This is an optimization exercise on Yosys and OpenROAD, whose aim is small area, a short achievable clock period and few clock cycles per item, not a production implementation. No run shown here included a check of the RTL's function; only the layout flow was run.

## flow/design.v (module list and top-level ports; edited modules follow where they fit)
// module conv_s1: 325 lines
// module conv_s2: 69 lines
// module conv_pipe: 20 lines
// module final_cmp: 180 lines
// module dense_mac: 345 lines
// module cnn_top: 135 lines
module cnn_top (
    clk,
    rst_n,
    start,
    done,
    data_bram_wen, data_bram_addr, data_bram_din,
    weight_bram_wen, weight_bram_addr, weight_bram_din,
    feature_bram_wen, feature_bram_addr, feature_bram_din,
    dense_w_bram_wen, dense_w_bram_addr, dense_w_bram_din,
    final_class_out
);
  // ...
==> flow/run.sh <==
#!/bin/bash
# synth_recipe.tcl (not shown) runs the flow's synth.tcl, then flattens the netlist and writes it again
# the make line also repeats each setting of config.mk as NAME=value (left out here)
make -C /OpenROAD-flow-scripts/flow DESIGN_CONFIG=/design/flow/config.mk WORK_HOME=/design/flow/orfs CLKGATE_MAP_FILE= SYNTH_SCRIPT=/design/flow/synth_recipe.tcl finish
==> flow/config.mk <==
export PLATFORM = sky130hd
export DESIGN_NAME = cnn_top
export DESIGN_NICKNAME = cnn_top
export VERILOG_FILES = /design/flow/design.v
export SDC_FILE = /design/flow/constraint.sdc
export NUM_CORES = 4
export LEC_CHECK = 0
export CAP_MARGIN = 20
export CORE_MARGIN = 2
export CORE_UTILIZATION = 40
export PLACE_DENSITY = 0.6
export SETUP_SLACK_MARGIN = 3.5
export SLEW_MARGIN = 20
==> flow/constraint.sdc <==
create_clock -name core_clock -period 7.0 [get_ports {clk}]
set_input_delay 1.4000 -clock core_clock [delete_from_list [all_inputs] [get_ports {clk}]]
set_output_delay 1.4000 -clock core_clock [all_outputs]
set_load 0.01 [all_outputs]
==> results.json, run 1 <==
{
  "ff2ff_path_depth": 9,
  "nonClkBufAreaFrac_pct": 1.80,
  "yosys-mux-area-fraction_pct": 2.52,
  "inv_count": 418,
  "layout.cells.non_filler": 3810,
  "grt_setup_unrepaired": "true",
  "initial_core_util_pct": 40.4,
  "nFlopsAndLatches": 473,
  "multi_input_area_share_pct": 50.7,
  "path_max_fanout": 18,
  "place_area_sq_um": 33100,
  "finalCritPeriodShare_pct": 48.4,
  "area_growth_pct": 10.4,
  "first_pass_iters": 5,
  "setup_ws_ns": 3.61,
  "yosysSeqAreaShare_pct": 37.5,
  "finalMaxSlewViolations": 0,
  "n_antenna_cell": 0,
  "cts_hold_buf": 0,
  "r2r-end": "c1a[12]",
  "final_area_sq_um": 35200,
  "synthXorXnorAreaFrac_pct": 8.69,
  "status": "no timing/DRC/antenna violations",
  "reg.largest.list": "x: 64 flops, u_conv.r_q: 60 flops"
}
==> run 2: changes to the inputs <==
--- a/flow/config.mk
+++ b/flow/config.mk
@@ -6,8 +6,9 @@
 export NUM_CORES = 4
 export LEC_CHECK = 0
+export ABC_CLOCK_PERIOD_IN_PS = 2800
 export CAP_MARGIN = 20
 export CORE_MARGIN = 2
 export CORE_UTILIZATION = 40
 export PLACE_DENSITY = 0.6
-export SETUP_SLACK_MARGIN = 3.5
+export SETUP_SLACK_MARGIN = 4.2
 export SLEW_MARGIN = 20
==> run 2 against run 1 <==
  * Fmax is 5.1% higher
  * Register-to-register slack better by 0.17 ns
  * Still clean
  * Die area stayed put
  * First-iteration DRC count is 0.63% lower
  * Cell count is 2.8% higher
  * Largest cell class unchanged
  * Critical path type unchanged
==> results.json, run 2 <==
{
  "hold_viol": 0,
  "async_reset_ff_share_pct": 1.06,
  "synthFlopType": "edfxtp_1",
  "grt_pass1_vias": 21536,
  "tightest_slew_ns": 1.08,
  "finalMaxSlewViolations": 0,
  "pre_cts_ws_ns": 3.38,
  "finalSetupViolCount": 0,
  "place_area_sq_um": 33300,
  "design.die.area_sq_um": 81900,
  "root_buffer": "clkbuf_16",
  "syn-cell-area_sq_um": 31900,
  "period_needed_ns": 3.22,
  "syn_area_per_cell_sq_um": 11.5,
  "tns_ns": 0,
  "syn_inst": 2776,
  "dp_cells": 3709,
  "regMostFlops": "x",
  "initial_core_util_pct": 40.4,
  "finalCritPeriodShare_pct": 46.0,
  "fp.coreArea_sq_um": 78900,
  "io_pins": 76,
  "clockBufferDepth": 3,
  "drc_errors": 0,
  "grt_usage_pct": 18.1,
  "gr-total-overflow": 0,
  "grt_setup_unrepaired": "true",
  "yosysSeqAreaShare_pct": 37.5,
  "synth_common_cells": "inv_1, fa_1, a22oi_1, edfxtp_1, xnor2_1",
  "synth_top_area_share_pct": 23.2,
  "worst_setup_path_end_kind": "flop",
  "path_max_fanout": 3,
  "hpwl_mm": 52.4,
  "layout.cells.non_filler": 3917,
  "largest_reg_flops": 64,
  "htree_levels": 2,
  "synth_cell_types": 74,
  "synth_edf_count": 246,
  "hold_path_class": "flop to flop",
  "grt_pass1_wl_mm": 117,
  "first_pass_iters": 6,
  "cts_hold_buf": 0,
  "n_antenna_cell": 0,
  "maxCapViolCount": 0,
  "final_common_cell": "inv_1",
  "clk_latency_ns": 0.63,
  "cts_buffers": 52,
  "final_cell_mix": "inv_1, fa_1, a22oi_1",
  "max_freq_mhz": 310,
  "grt_max_degree": 25,
  "critPathArrivalTime_ns": 3.58,
  "place.gp.congestion": 0.893,
  "synth_most_common_cell": "inv_1",
  "yosys-top-cells-area": "edfxtp_1, fa_1, dfxtp_1",
  "slew_headroom_pct": 27.8,
  "synth_area_leader_cell": "edfxtp_1",
  "yosysWarnings": 12,
  "reg.largest.list": "x: 64 flops, u_conv.r_q: 60 flops",
  "syn_nets": 3368,
  "detail_route.wirelength_mm": 73.9,
  "tritoncts": "built",
  "num_vias": 19973,
  "die-height_um": 286,
  "detail-route-antenna-nets": 0,
  "fp.dieW_um": 286,
  "cp-start-kind": "flop",
  "clkTransAtPathRegs_ns": 0.07,
  "nets": 3415,
  "setup_ws_ns": 3.78,
  "area_growth_pct": 18.4,
  "worstPathRequired_ns": 7.36,
  "wire_per_inst_um": 18.9,
  "drt-initial-drc-count": 1110,
  "path_class": "flop to flop",
  "cts.sinks": 473,
  "status": "no timing/DRC/antenna violations",
  "skew_ns": 0.0509,
  "drive_above_1_share_pct": 23.5,
  "antenna_found_initial": 0,
  "row_count": 103,
  "via_per_inst": 5.10,
  "port_buffers": 45,
  "ys_ff_latch": 473,
  "final_area_sq_um": 37700
}
==> run 2: cell counts after synthesis <==
No cell type changed its count.
==> run 2: final timing paths <==
path	cells after the start	from	slack, ns	to
worst min-delay path	1	x[5][2]	0.53	x[4][2]
worst max-delay path	12	c2a[16]	3.78	final_class_out[0]
worst min register to register	1	x[5][2]	0.53	x[4][2]
worst max register to register	12	c2a[16]	3.78	final_class_out[0]
max in group asynchronous	1	rst_n	5.83	cnt[3]
min in group asynchronous	1	rst_n	0.99	done
==> run 2: cell families (layout without fill, tap and decap cells) <==
| kind of cell | Yosys count | after routing | synth area share [%] |
|---|---|---|---|
| buffers and inverters | 594 | 685 | 7.05 |
| adder cells (fa/ha/maj) | 519 | 519 | 28.1 |
| flip-flops | 473 | 473 | 37.5 |
| AO/OA/AOI/OAI | 422 | 422 | 9.73 |
| AND/OR/NAND/NOR | 380 | 380 | 6.36 |
| XOR/XNOR | 316 | 316 | 8.69 |
| multiplexers | 72 | 72 | 2.52 |
==> run 2: layer usage <==
metal	share of wire (%)	GRT usage, %	vias to the layer above
met5	0	0	-
met4	3.0	5.98	0
met3	4.7	2.52	131
met2	50	31.5	531
met1	42	23.2	10058
li1	-	-	9253
==> run 2: critical path, stage by stage (launching register included) <==
cell and delay, ns:
dfxtp_2 0.38, ha_4 0.15, inv_2 0.03, fa_1 0.49
fa_1 0.51, inv_2 0.05, ha_4 0.21, and4_1 0.21
a221oi_2 0.33, o221ai_2 0.16, a31oi_4 0.22, xnor2_2 0.09
a21boi_2 0.16
==> run 2: what timing repair did <==
action                     4_1_cts  5_1_grt
resized for setup              244      188
gates cloned                    11        0
pin swaps                       89       94
buffers inserted                54       45
setup endpoints to repair      204      175
hold endpoints to repair         0        0
==> run 2: area by class of cell <==
type / instances / area, sq um
well taps: 1050 / 1310
clock inverters: 24 / 234
fillers: 6955 / 41100
clock buffers: 74 / 1550
flip-flops and latches: 473 / 12100
multi-input cells: 1709 / 19100
repair buffers: 169 / 1930
inverters: 418 / 1570
==> run 2: per-stage QoR <==
| step | util, % | hold WS (ns) |
|---|---|---|
| 2_1_floorplan | - | 0.501 |
| 3_3_place_gp | 42.2 | 0.531 |
| 3_5_place_dp | 42.3 | 0.530 |
| 4_1_cts | 46.5 | 0.541 |
| 5_1_grt | 47.8 | 0.558 |
| 6_report | 47.8 | 0.533 |

[port drivers added, routing unchanged]
The results above use ideal ports. As a check the final layouts listed here were re-extracted and re-timed, cells and wires unchanged. Step 1: set_driving_cell puts a clkbuf_16 on clk and a buf_2 on each other input, an assumption about the parent block. Step 2 adds t to the input delays and takes it off the output delays; t is the mean of the earliest and latest rising clock arrival at the registers after step 1. Input paths then give back, and output paths get back, about the clock's delay inside the block. a / b / c = ideal / step 1 / step 2; a / b = the first two.
| run | t, ns | setup WS [ns] | hold slack, ns | clock arrival spread, ns | worst data-port slew with drivers (ns) |
|---|---|---|---|---|---|
| run 1 | 0.663 | 3.612 / 3.612 / 3.376 | 0.536 / 0.536 / 0.536 | 0.027 / 0.027 | 0.07 |
| run 2 | 0.672 | 3.778 / 3.778 / 3.596 | 0.533 / 0.533 / 0.533 | 0.054 / 0.054 | 0.06 |
After both steps every run listed still meets setup and hold. For run 1, which loses most, drivers alone change the setup slack by 0.000 ns; drivers and shift together by -0.236 ns.
